What follows belongs to an exercise in optimizing a design on an open flow for small area and a short achievable clock period; a production flow would make more cautious choices. Function was not checked in any run shown here: the RTL went through the layout flow alone. Power and IR drop assume default switching activity.

===== flow/run.sh =====
#!/bin/bash
# synth_recipe.tcl (not shown) runs the flow's synth.tcl, then flattens the netlist and writes it again
# the make line also repeats each setting of config.mk as NAME=value (left out here)
make -C /OpenROAD-flow-scripts/flow DESIGN_CONFIG=/design/flow/config.mk WORK_HOME=/design/flow/orfs CLKGATE_MAP_FILE= SYNTH_SCRIPT=/design/flow/synth_recipe.tcl finish

===== flow/config.mk =====
export PLATFORM = sky130hd
export DESIGN_NAME = non_blocking_cache
export DESIGN_NICKNAME = non_blocking_cache
export VERILOG_FILES = /design/flow/design.v
export SDC_FILE = /design/flow/constraint.sdc
export NUM_CORES = 4
export LEC_CHECK = 0
export CAP_MARGIN = 20
export CORE_MARGIN = 2
export CORE_UTILIZATION = 40
export SLEW_MARGIN = 20

===== flow/constraint.sdc =====
create_clock -name core_clock -period 10.0 [get_ports {clk}]
set_input_delay 2.0000 -clock core_clock [delete_from_list [all_inputs] [get_ports {clk}]]
set_output_delay 2.0000 -clock core_clock [all_outputs]
set_load 0.01 [all_outputs]

===== flow/design.v =====
module cache #(
    parameter DATA_WIDTH  = 32,
    parameter ADDR_WIDTH  = 16,
    parameter NUM_BLOCKS  = 64,
    parameter NUM_OPS     = 32
) (
    input  logic clk,
    input  logic reset,
    input  logic read_enable,
    input  logic write_enable,
    input  logic received_request,
    input  logic [$clog2(NUM_OPS)-1:0] w_op,
    input  logic [$clog2(NUM_OPS)-1:0] r_op,
    input  logic [ADDR_WIDTH-1:0] w_address,
    input  logic [ADDR_WIDTH-1:0] r_address,
    input  logic [DATA_WIDTH-1:0] write_data,
    input  logic mshr_stall_next,    
    output logic [$clog2(NUM_OPS)-1:0]                    req_op,
    output logic [(ADDR_WIDTH - $clog2(NUM_BLOCKS))-1: 0] req_tag,
    output logic [$clog2(NUM_BLOCKS)-1: 0]                req_index,
    output logic                                          valid_request,
    output logic [DATA_WIDTH-1:0]      data_out,
    output logic [$clog2(NUM_OPS)-1:0] op_out,
    output logic                       stall,
    output logic                       hit,
    output logic                       miss
);
    localparam IB = $clog2(NUM_BLOCKS);
    localparam TB = ADDR_WIDTH - IB;
    localparam OB = $clog2(NUM_OPS);
    localparam LW = DATA_WIDTH + TB + OB;
    logic [IB-1:0] w_index, r_index;
    logic [TB-1:0] w_tag, r_tag;
    assign w_index = w_address[IB-1:0];
    assign w_tag   = w_address[ADDR_WIDTH-1:IB];
    assign r_index = r_address[IB-1:0];
    assign r_tag   = r_address[ADDR_WIDTH-1:IB];
    logic [NUM_BLOCKS-1:0][LW-1:0] line;
    logic [NUM_BLOCKS-1:0]         valid;
    logic [TB-1:0] tag_q;
    logic [IB-1:0] index_q;
    logic [OB-1:0] op_q;
    logic rrr, sent_request, read_stall, stall_on_write;
    assign req_op    = op_q;
    assign req_tag   = tag_q;
    assign req_index = index_q;
    logic [NUM_BLOCKS-1:0] rsel;
    always_comb
        for (int i = 0; i < NUM_BLOCKS; i++) rsel[i] = (r_index == i);
    logic [LW-1:0] rline;
    logic          rvalid;
    always_comb begin
        rline  = '0;
        rvalid = 1'b0;
        for (int i = 0; i < NUM_BLOCKS; i++) begin
            rline  = rline  | (line[i] & {LW{rsel[i]}});
            rvalid = rvalid | (valid[i] & rsel[i]);
        end
    end
    logic [TB-1:0]         rd_tag;
    logic [OB-1:0]         rd_op;
    logic [DATA_WIDTH-1:0] rd_data;
    assign {rd_tag, rd_op, rd_data} = rline;
    wire is_hit  = rvalid && (rd_tag == r_tag);
    wire rrr_upd = rrr || received_request;
    always_ff @(posedge clk) begin
        for (int i = 0; i < NUM_BLOCKS; i++)
            if (write_enable && w_index == i)
                line[i] <= {w_tag, w_op, write_data};
    end
    logic hit_n, miss_n, vr_n, rs_n, sow_n;
    always_comb begin
        hit_n  = 1'b0;
        miss_n = 1'b0;
        vr_n   = 1'b0;
        rs_n   = read_stall;
        sow_n  = write_enable;
        if (!write_enable && (read_enable || read_stall)) begin
            if (read_stall) begin
                if (rrr_upd) begin
                    rs_n = 1'b0;
                    vr_n = 1'b1;
                end
            end else if (is_hit) begin
                hit_n = 1'b1;
            end else begin
                miss_n = 1'b1;
                if (!rrr_upd && sent_request) rs_n = 1'b1;
                else                          vr_n = 1'b1;
            end
        end
    end
    always_ff @(posedge clk) begin
        if (reset) begin
            valid          <= '0;
            hit            <= 1'b0;
            miss           <= 1'b0;
            data_out       <= '0;
            op_out         <= '0;
            read_stall     <= 1'b0;
            stall_on_write <= 1'b0;
            stall          <= 1'b0;
            rrr            <= 1'b0;
            sent_request   <= 1'b0;
            valid_request  <= 1'b0;
        end else begin
            hit            <= hit_n;
            miss           <= miss_n;
            valid_request  <= vr_n;
            read_stall     <= rs_n;
            stall_on_write <= sow_n;
            stall          <= rs_n || sow_n || (mshr_stall_next && vr_n);
            rrr            <= rrr_upd && !vr_n;
            if (vr_n)                  sent_request <= 1'b1;
            else if (received_request) sent_request <= 1'b0;
            if (write_enable) begin
                valid[w_index] <= 1'b1;
                data_out       <= write_data;
                op_out         <= w_op;
            end else if (hit_n) begin
                data_out       <= rd_data;
                op_out         <= rd_op;
            end
        end
    end
    always_ff @(posedge clk)
        if (!write_enable && read_enable && !read_stall) begin
            tag_q   <= r_tag;
            index_q <= r_index;
            op_q    <= r_op;
        end
endmodule
module mshr #(parameter TAG_WIDTH = 10, INDEX_WIDTH = 6, DATA_WIDTH = 32,
              NUM_OPS = 32, NUM_MISSES = 32)
(
    input  logic                             clk, rst, valid_request,
    input  logic [TAG_WIDTH-1:0]             requested_tag,
    input  logic [INDEX_WIDTH-1:0]           requested_index,
    input  logic [$clog2(NUM_OPS)-1:0]       requested_operation,
    input  logic [DATA_WIDTH-1:0]            mm_ret_data,
    input  logic [$clog2(NUM_OPS)-1:0]       mm_ret_operation,
    input  logic                             mm_ret_valid,
    output logic                             received_request,
    output logic                             miss_returned,
    output logic                             stall_next,
    output logic [DATA_WIDTH-1:0]            miss_data,
    output logic [TAG_WIDTH-1:0]             miss_tag,
    output logic [INDEX_WIDTH-1:0]           miss_index,
    output logic [$clog2(NUM_OPS)-1:0]       miss_operation,
    output logic [TAG_WIDTH+INDEX_WIDTH-1:0] mm_req,
    output logic [$clog2(NUM_OPS)-1:0]       mm_req_operation,
    output logic                             mm_req_valid
);
    localparam OB = $clog2(NUM_OPS);
    localparam NB = $clog2(NUM_MISSES);
    localparam AW = TAG_WIDTH + INDEX_WIDTH;
    logic [NUM_MISSES-1:0]          valid_r;
    logic [NUM_MISSES-1:0][AW-1:0]  addr_r;    
    logic [NUM_MISSES-1:0][OB-1:0]  op_r;
    logic [NB-1:0] avail_index, ret_index;
    logic          stall_on_next, clear_row, update_index;
    wire full = &valid_r;
    logic [NUM_MISSES-1:0] match;
    always_comb
        for (int i = 0; i < NUM_MISSES; i++)
            match[i] = valid_r[i] ? (op_r[i] == mm_ret_operation) : (mm_ret_operation == '0);
    logic [NUM_MISSES-1:0] hi_sel;
    logic                  any_match;
    always_comb begin
        logic above;
        above = 1'b0;
        for (int i = NUM_MISSES-1; i >= 0; i--) begin
            hi_sel[i] = match[i] && !above;
            above     = above || match[i];
        end
        any_match = above;
    end
    logic [NB-1:0] hi_index;
    logic [AW-1:0] hi_addr;
    always_comb begin
        hi_index = '0;
        hi_addr  = '0;
        for (int i = 0; i < NUM_MISSES; i++) begin
            hi_index = hi_index | (NB'(i) & {NB{hi_sel[i]}});
            hi_addr  = hi_addr  | (addr_r[i] & {AW{hi_sel[i] && valid_r[i]}});
        end
    end
    logic [NB-1:0] low_free;
    always_comb begin
        low_free = '0;
        for (int i = NUM_MISSES-1; i >= 0; i--)
            if (!valid_r[i]) low_free = NB'(i);
    end
    wire           ret_hit  = mm_ret_valid && any_match;
    wire           stall_n  = (full && (update_index || !clear_row)) || (stall_on_next && !clear_row);
    wire [NB-1:0]  wr_index = (update_index && !full) ? low_free : avail_index;
    wire           accept   = valid_request && !stall_n && !mm_ret_valid;
    assign stall_next = stall_n;
    always_ff @(posedge clk) begin
        if (rst) begin
            valid_r          <= '0;
            avail_index      <= '0;
            update_index     <= 1'b0;
            clear_row        <= 1'b0;
            stall_on_next    <= 1'b0;
            miss_returned    <= 1'b0;
            mm_req_valid     <= 1'b0;
            mm_req           <= '0;
            mm_req_operation <= '0;
            received_request <= 1'b0;
        end else begin
            if (clear_row) valid_r[ret_index] <= 1'b0;
            if (accept)    valid_r[wr_index]  <= 1'b1;
            clear_row     <= ret_hit;
            stall_on_next <= stall_n;
            if (!mm_ret_valid)  miss_returned <= 1'b0;
            else if (any_match) miss_returned <= 1'b1;
            if (update_index && !full) avail_index <= low_free;
            else if (ret_hit)          avail_index <= hi_index;
            update_index     <= accept;
            received_request <= accept;
            mm_req_valid     <= accept;
            if (accept) begin
                mm_req           <= {requested_tag, requested_index};
                mm_req_operation <= requested_operation;
            end
        end
    end
    always_ff @(posedge clk) begin
        if (ret_hit) begin
            ret_index      <= hi_index;
            miss_data      <= mm_ret_data;
            miss_operation <= mm_ret_operation;
            {miss_tag, miss_index} <= hi_addr;
        end
        for (int i = 0; i < NUM_MISSES; i++)
            if (accept && wr_index == i) begin
                addr_r[i] <= {requested_tag, requested_index};
                op_r[i]   <= requested_operation;
            end
    end
endmodule
module non_blocking_cache #(
    parameter DATA_WIDTH  = 32,
    parameter ADDR_WIDTH  = 16,
    parameter NUM_BLOCKS  = 64,
    parameter NUM_OPS     = 32,
    parameter NUM_MISSES  = 32,
    parameter BLOCK_DEPTH = 64   
) (
    input  logic clk,
    input  logic reset,
    input  logic read_enable,
    input  logic [ADDR_WIDTH-1:0] read_address,
    input  logic [$clog2(NUM_OPS)-1:0] read_op,
    output logic [DATA_WIDTH-1:0]      data_out,
    output logic [$clog2(NUM_OPS)-1:0] op_out,
    output logic                       stall,  
    output logic                       hit,
    output logic                       miss,
    input  logic [DATA_WIDTH-1:0]            mm_ret_data,
    input  logic [$clog2(NUM_OPS)-1:0]       mm_ret_op,
    input  logic                             mm_ret_valid,
    output logic [ADDR_WIDTH-1:0]            mm_req,
    output logic [$clog2(NUM_OPS)-1:0]       mm_req_op,
    output logic                             mm_req_valid
);
    localparam IB = $clog2(NUM_BLOCKS);
    localparam TB = ADDR_WIDTH - IB;
    localparam OB = $clog2(NUM_OPS);
    logic            write_enable, received_request, valid_request, stall_next;
    logic [OB-1:0]   write_op, req_op;
    logic [DATA_WIDTH-1:0] write_data;
    logic [TB-1:0]   req_tag, miss_tag;
    logic [IB-1:0]   req_index, miss_index;
    cache #(.DATA_WIDTH(DATA_WIDTH), .ADDR_WIDTH(ADDR_WIDTH),
            .NUM_BLOCKS(NUM_BLOCKS), .NUM_OPS(NUM_OPS))
    DM_CACHE (
        .clk             (clk),
        .reset           (reset),
        .read_enable     (read_enable),
        .write_enable    (write_enable),
        .received_request(received_request),
        .w_op            (write_op),
        .r_op            (read_op),
        .w_address       ({miss_tag, miss_index}),
        .r_address       (read_address),
        .write_data      (write_data),
        .mshr_stall_next (stall_next),
        .req_op          (req_op),
        .req_tag         (req_tag),
        .req_index       (req_index),
        .valid_request   (valid_request),
        .data_out        (data_out),
        .op_out          (op_out),
        .stall           (stall),
        .hit             (hit),
        .miss            (miss)
    );
    mshr #(.TAG_WIDTH(TB), .INDEX_WIDTH(IB), .DATA_WIDTH(DATA_WIDTH),
           .NUM_OPS(NUM_OPS), .NUM_MISSES(NUM_MISSES))
    MSHR (
        .clk                (clk),
        .rst                (reset),
        .valid_request      (valid_request),
        .requested_tag      (req_tag),
        .requested_index    (req_index),
        .requested_operation(req_op),
        .mm_ret_data        (mm_ret_data),
        .mm_ret_operation   (mm_ret_op),
        .mm_ret_valid       (mm_ret_valid),
        .received_request   (received_request),
        .miss_returned      (write_enable),
        .stall_next         (stall_next),
        .miss_data          (write_data),
        .miss_tag           (miss_tag),
        .miss_index         (miss_index),
        .miss_operation     (write_op),
        .mm_req             (mm_req),
        .mm_req_operation   (mm_req_op),
        .mm_req_valid       (mm_req_valid)
    );
endmodule

==> results of run 1 <==
logic make-up (layout without fill, tap and decap cells):
logic type               Yosys count  in the layout  share of synthesized area, %
buffers and inverters            556           1286                         1.624
other                              0             22                             0
AO/OA/AOI/OAI                   1864           1864                         9.566
multiplexers                      24             24                        0.1778
XOR/XNOR                         180            180                         1.077
adder cells (fa/ha/maj)           15             15                        0.1282
AND/OR/NAND/NOR                 2313           2313                         7.991
flip-flops                      3929           3929                         79.44
through the flow:
step	total power [mW]	setup WS, ps	utilization [%]	hold slack, ps	area [sq um]
after CTS	34.63	3256	46.21	459.1	168600
after detailed placement	19.99	2253	42.66	450.8	155700
after floorplan	19.28	4218	-	437.2	146400
after global routing	35.33	3203	46.22	467.0	168700
after global placement	19.97	2310	42.63	444.5	155600
final	34.68	3229	46.24	459.8	168800
worst paths after layout:
kind / start / slack (ps) / depth (start not counted) / end
max: read_address[0] / 3230 / 13 / DM_CACHE.data_out[0]
min: MSHR.mm_req_operation[1] / 460 / 2 / MSHR.mm_req_operation[1]
max reg2reg: MSHR.valid_r[25] / 4310 / 15 / MSHR.valid_r[28]
min reg2reg: MSHR.mm_req_operation[1] / 460 / 2 / MSHR.mm_req_operation[1]
worst max-delay path, cell delays in order:
cell and delay, ps:
buf_2 270, buf_4 370, nand2b_2 820, nor2_4 370, a2111oi_0 680, nand4_1 270, or4_1 640, xor2_1 200
nor4_2 180, nand3_1 440, or2_4 580, buf_4 360, a211oi_1 300
area by class of cell:
type                    instances  area [sq um]  share of cell area, %
multi-input cells            4396         29020                  17.20
flip-flops and latches       3929        116300                  68.90
well taps                    4816          6026                  3.570
clock inverters               233          2350                  1.392
inverters                      27         106.4                0.06302
diodes                         22         55.05                0.03262
repair buffers                530          4312                  2.555
clock buffers                 496         10610                  6.288
power by group:
part	leakage, nW	total [mW]	switching (mW)	internal [mW]
clock	6.32	15.0	6.51	8.48
sequential	35.2	18.3	0.0679	18.3
combinational	13.7	1.37	1.10	0.275
total	55.3	34.7	7.67	27.0
synth_stat cells, types with 18 or more instances:
library cell / n / area share, %
clkbuf_1: 336 / 0.86
buf_4: 22 / 0.11
o21ai_0: 55 / 0.19
a2111oi_0: 82 / 0.49
inv_1: 26 / 0.067
a21oi_1: 121 / 0.41
nand3_1: 277 / 0.95
buf_2: 49 / 0.17
nand2_1: 777 / 2.0
a221oi_1: 41 / 0.25
nand4_1: 201 / 0.86
and3_1: 291 / 1.2
xnor2_1: 76 / 0.45
buf_1: 103 / 0.26
edfxtp_1: 3759 / 77
a211oi_1: 22 / 0.11
a32o_1: 29 / 0.20
xor2_1: 104 / 0.62
nand3b_1: 18 / 0.092
o221ai_1: 20 / 0.12
a22o_1: 26 / 0.16
buf_6: 18 / 0.14
dfxtp_1: 170 / 2.3
nor2_1: 333 / 0.85
nor3_1: 93 / 0.32
a22oi_1: 1336 / 6.9
a222oi_1: 29 / 0.20
nor4_1: 168 / 0.72
registers in the layout, summed over array words and instances, names as in the netlist, 6 cells and up:
signal / count
DM_CACHE.tag_q: 10
MSHR.op_r: 160
MSHR.miss_index: 6
MSHR.addr_r: 512
DM_CACHE.data_out: 32
DM_CACHE.line: 3008
MSHR.mm_req: 16
DM_CACHE.index_q: 6
MSHR.miss_data: 32
MSHR.miss_tag: 10
MSHR.valid_r: 32
DM_CACHE.valid: 64
routing by layer:
layer | GRT usage, % | vias up
met4 | 17.32 | 16
met1 | 42.64 | 49750
met2 | 46.54 | 9366
met5 | 0 | -
li1 | - | 36700
met3 | 9.139 | 2070
==> results.yml, run 1 <==
timing:
  final_hold_viol_count: 0
  slew_viol_final: 0
  finalSetupViolations: 0
  skew_ps: 92.06
  rsz0062_at_grt: "false"
  fmax_mhz: 147.7
  worstMarginPinSlew_ps: 1285
  fin_crit_sh_pct: 67.71
  period_needed_ps: 6771
  fin_tns_setup_ps: 0
  relSlewSlack_pct: 14.30
cells_and_area:
  final_common_cell: "edfxtp_1"
  final_net_count: 9356
  fillers: 31000
  drive_above_1_share_pct: 13.16
  layout_common_cells: "edfxtp_1, a22oi_1, nand2_1"
  syn_to_final_growth_pct: 15.29
  instances_no_fill: 14450
global_route:
  grt_max_degree: 80
  grt_pass1_vias: 89720
  overflow: 0
  grt_pass1_wl_um: 801200
  track_usage_pct: 31.76
  grt_antenna_before_repair: 39
status:
  status: "complete, no violations"
clocking:
  postCtsResizedCells: 0
  root_buffer: "clkbuf_16"
  clockBufferDepth: 4
  cts_inserted_buffers: 395
  cts.sinks: 3929
  worstSkewPairLatency_ps: 1020
  hold_buffers: 0
  cts_max_level: 5
  cts.clk_slew.worst_paths_ps: 60
  post-cts-setup-buffer-count: 0
  cts_tree: "done"
floorplan:
  io_pins: 124
  num_rows: 222
  die_area_sq_um: 370800
  core-area_sq_um: 365000
  start_util_pct: 40.11
  dieHeight_um: 608.9
  fp.dieW_um: 608.9
pwr:
  powerDensity_nw_per_um2: 205.5
  ir_drop_v: 0.0001477
  leakage_nw: 55.27
detailed_routing:
  wirelength_um: 606000
  maxUsedRoutingLayer: "met5"
  wl_met2_um: 258400
  vias_per_cell: 6.775
  dr_total_vias: 97900
  drc: 0
  met1Wirelength_um: 211700
  drt-initial-drc-count: 19990
  wl_per_cell_um: 41.94
  detail-route-antenna-nets: 0
  wl_met3_um: 94760
  firstDrtPassIters: 8
synth:
  ys_ff_latch: 3929
  synth_warnings: 2
  synth_area_sq_um: 146400
  seq_area_frac_synth_pct: 79.44
  ys.flop_type: "edfxtp_1"
  postSynthCellCount: 8881
  synth_nets: 8958
  syn_avg_cell_area_sq_um: 16.48
  synth_edf_count: 3759
  async_reset_ff_share_pct: 0
  synth_cell_types: 99
worst_setup_path:
  worstSetupPathType: "in2reg"
  required_ps: 10870
  startpoint_type: "primary input"
  setup.worst_path.end_class: "register"
  crit_fanout: 33
  crit_arrival_ps: 7640
min_path:
  hold_class: "reg2reg"
job:
  cap_violations: 0
place:
  dp_hpwl_um: 322600
  place_congestion: 0.9478
  dp_cells: 13700
  numPortBuffers: 123
==> inputs of run 2 (changes only) <==
--- a/flow/config.mk
+++ b/flow/config.mk
@@ -8,4 +8,5 @@
 export CAP_MARGIN = 20
 export CORE_MARGIN = 2
 export CORE_UTILIZATION = 40
+export SETUP_SLACK_MARGIN = 5
 export SLEW_MARGIN = 20
==> run 2 against run 1 <==
Compared with the run above: sequential share of layout area is 1.2 points lower; combinational power grew 9%; cell area is 1.8% higher; first-iteration DRC count increased by 4.2%; setup slack improved by 1700 ps; via count grew 0.94%; non-clock buffer count up 142; count of clock-buffer cells in the layout rose by 2; flip-flop and latch count is the same; clock skew decreased by 17 ps; power decreased by 0.39%.
==> results.yml, run 2 <==
synth:
  postSynthCellCount: 8881
  synth_area_leaders: "edfxtp_1, a22oi_1, dfxtp_1"
  synth_warnings: 2
  synth_edf_count: 3759
  seq_area_frac_synth_pct: 79.44
  synth_cell_types: 99
  netlist_top_cells_count: "edfxtp_1, a22oi_1, nand2_1"
  synth_area_leader_cell: "edfxtp_1"
  ys_ff_latch: 3929
  syn_avg_cell_area_sq_um: 16.48
  async_reset_ff_share_pct: 0
  yosysTopAreaCellShare_pct: 77.11
  yosysMostFrequentCell: "edfxtp_1"
  ys.flop_type: "edfxtp_1"
  synth_area_sq_um: 146400
  synth_nets: 8958
worst_setup_path:
  crit_arrival_ps: 5980
  path_cells: "buf_16, nor4b_2, buf_4, buf_6, and3_1, a2111oi_0, nand4_1, nor4_4, xnor2_1, nor3_1, nand3_2, buf_12, or2_4, buf_6, a211oi_2"
  setup.worst_path.end_class: "register"
  worstSetupPathType: "in2reg"
  cpMaxStageDelayCell: "a2111oi_0"
  crit_top_cell: "buf_6"
  slowest_delay_ps: 490
  required_ps: 10890
  regToRegEndpoint: "MSHR.valid_r[28]"
  reg2reg_setup_slack_ps: 5240
  crit_fanout: 47
  ff2ff_path_depth: 13
  startpoint_type: "primary input"
  r2r-start: "MSHR.valid_r[19]"
timing:
  final_hold_viol_count: 0
  finalSetupViolations: 0
  fmax_mhz: 196.5
  fin_crit_sh_pct: 50.90
  rsz0062_at_grt: "true"
  period_needed_ps: 5090
  fin_tns_setup_ps: 0
  relSlewSlack_pct: 15.21
  worstMarginPinSlew_ps: 1272
  skew_ps: 74.91
  slew_viol_final: 0
global_route:
  track_usage_pct: 32.25
  grt_max_degree: 72
  overflow: 0
  grt_pass1_vias: 90340
  grt_pass1_wl_um: 811300
  grt_antenna_before_repair: 46
cells_and_area:
  largest_reg_flops: 3008
  syn_to_final_growth_pct: 17.36
  largest-register: "DM_CACHE.line"
  final_net_count: 9505
  layout_common_cells: "edfxtp_1, a22oi_1, nand2_1"
  reg.largest.list: "DM_CACHE.line: 3008 flops, MSHR.addr_r: 512 flops, MSHR.op_r: 160 flops"
  drive_above_1_share_pct: 15.59
  instances_no_fill: 14600
  final_common_cell: "edfxtp_1"
min_path:
  min_to: "MSHR.mm_req[0]"
  min_from: "MSHR.mm_req[0]"
  hold_class: "reg2reg"
  hold_depth: 2
pwr:
  leakage_nw: 56.50
  powerDensity_nw_per_um2: 201.1
  ir_drop_v: 0.0001425
detailed_routing:
  detail-route-antenna-nets: 0
  vias_per_cell: 6.767
  wl_met2_um: 265900
  wl_met3_um: 98560
  drc: 0
  drt-initial-drc-count: 20830
  firstDrtPassIters: 8
  wirelength_um: 620200
  wl_per_cell_um: 42.47
  maxUsedRoutingLayer: "met5"
  met1Wirelength_um: 212000
  dr_total_vias: 98810
clocking:
  cts.sinks: 3929
  hold_buffers: 0
  cts.clk_slew.worst_paths_ps: 70
  cts_tree: "done"
  clockBufferDepth: 4
  cts_max_level: 5
  worstSkewPairLatency_ps: 1000
  root_buffer: "clkbuf_16"
  cts_inserted_buffers: 393
floorplan:
  fp.dieW_um: 608.9
  die_area_sq_um: 370800
  start_util_pct: 40.11
  dieHeight_um: 608.9
  num_rows: 222
  core-area_sq_um: 365000
  io_pins: 124
job:
  cap_violations: 0
place:
  dp_hpwl_um: 327900
  dp_cells: 13700
  place_congestion: 0.9341
  numPortBuffers: 123
status:
  status: "complete, no violations"
## run 2: cell count changes in the layout (fill, tap and decap cells not counted), sizes merged, moves of 2 or more
cell	before	now
buf	419	548
clkbuf	496	507
diode	22	29
bufbuf	0	4
bufinv	36	33
inv	41	38
or2	8	11
and2	15	17
## run 2: metal layers
layer / up-vias / GRT usage [%]
met3: 2097 / 9.479
li1: 37060 / -
met5: - / 0
met1: 50080 / 42.87
met2: 9565 / 47.70
met4: 16 / 17.37
## run 2: kinds of logic after synthesis
group | count (synthesis) | share of synthesized area, %
fa+ha+maj | 15 | 0.1282
compound gates | 1864 | 9.566
simple gates | 2313 | 7.991
buf+inv | 556 | 1.624
mux | 24 | 0.1778
flops | 3929 | 79.44
xor+xnor | 180 | 1.077
## run 2: worst max-delay path, delay by kind of cell
family | cells | cell delay, ps
xor+xnor | 1 | 160
compound gates | 2 | 670
buf+inv | 5 | 1090
simple gates | 7 | 2010
## run 2: where the power goes
part / switching, mW / total (mW) / internal (mW)
sequential: 0.0652 / 18.3 / 18.3
combinational: 1.15 / 1.49 / 0.338
clock: 6.46 / 14.7 / 8.28
total: 7.67 / 34.5 / 26.9
## run 2: what timing repair did
| action | in CTS | in global routing |
|---|---|---|
| hold endpoints to repair | 0 | 0 |
| setup buffers | 78 | 49 |
| cloned | 11 | 14 |
| resized for setup | 219 | 143 |
| pin swaps | 48 | 40 |
| setup endpoints to repair | 818 | 88 |
## run 2: worst max path at each step
| stage | slack [ps] | depth (start not counted) | startpoint | endpoint |
|---|---|---|---|---|
| after floorplan | 4370 | 14 | mm_ret_op[3] | MSHR.avail_index[3] |
| after global placement | 1990 | 13 | read_address[1] | DM_CACHE.op_out[1] |
| after detailed placement | 2050 | 13 | read_address[1] | DM_CACHE.data_out[20] |
| after CTS | 5000 | 13 | read_address[3] | DM_CACHE.op_out[0] |
| after global routing | 4760 | 15 | read_address[2] | DM_CACHE.op_out[3] |
| final | 4910 | 15 | read_address[2] | DM_CACHE.op_out[0] |
## run 2: cell type report
class | instances | area (sq um)
inverters | 27 | 108.9
diodes | 29 | 72.57
flip-flops and latches | 3929 | 116300
clock inverters | 227 | 2165
clock buffers | 498 | 10480
well taps | 4816 | 6026
multi-input cells | 4405 | 30200
fillers | 30890 | 193200
repair buffers | 672 | 6464
## run 2: through the flow
step                      total power, mW  cell area (sq um)  hold slack [ps]  setup WS, ps  util (%)
after global placement              19.98             155800            443.1          1991     42.67
final                               34.54             171800            456.5          4910     47.07
after CTS                           34.41             170400            458.4          5003     46.68
after floorplan                     19.29             146600            437.2          4367         -
after detailed placement            20.00             155900            450.3          2047     42.71
after global routing                35.17             171700            489.5          4765     47.05

## static timing again, ports no longer ideal
The results above use ideal ports. As a check the final layouts listed here were re-extracted and re-timed, cells and wires unchanged.
Step 1, drivers: a clkbuf_16 drives clk and a buf_2 each remaining input, both assumed.
Step 2 adds t to the input delays and takes it off the output delays; t is the mean of the earliest and latest rising clock arrival at the registers after step 1. Input paths then give back, and output paths get back, about the clock's delay inside the block.
Slacks: ideal ports / drivers / drivers and shift; pairs: ideal ports / drivers.
run	t, ns	slack for setup (ns)	worst setup path after step 2	slew at the worst register clock pin (ns)
run 1	1.091	3.229 / 3.308 / 2.217	input to register	0.07 / 0.07
run 2	1.075	4.910 / 4.862 / 3.787	input to register	0.07 / 0.07
After both steps every run listed still meets setup and hold. For run 2, which loses most, drivers alone change the setup slack by -0.048 ns; drivers and shift together by -1.123 ns.
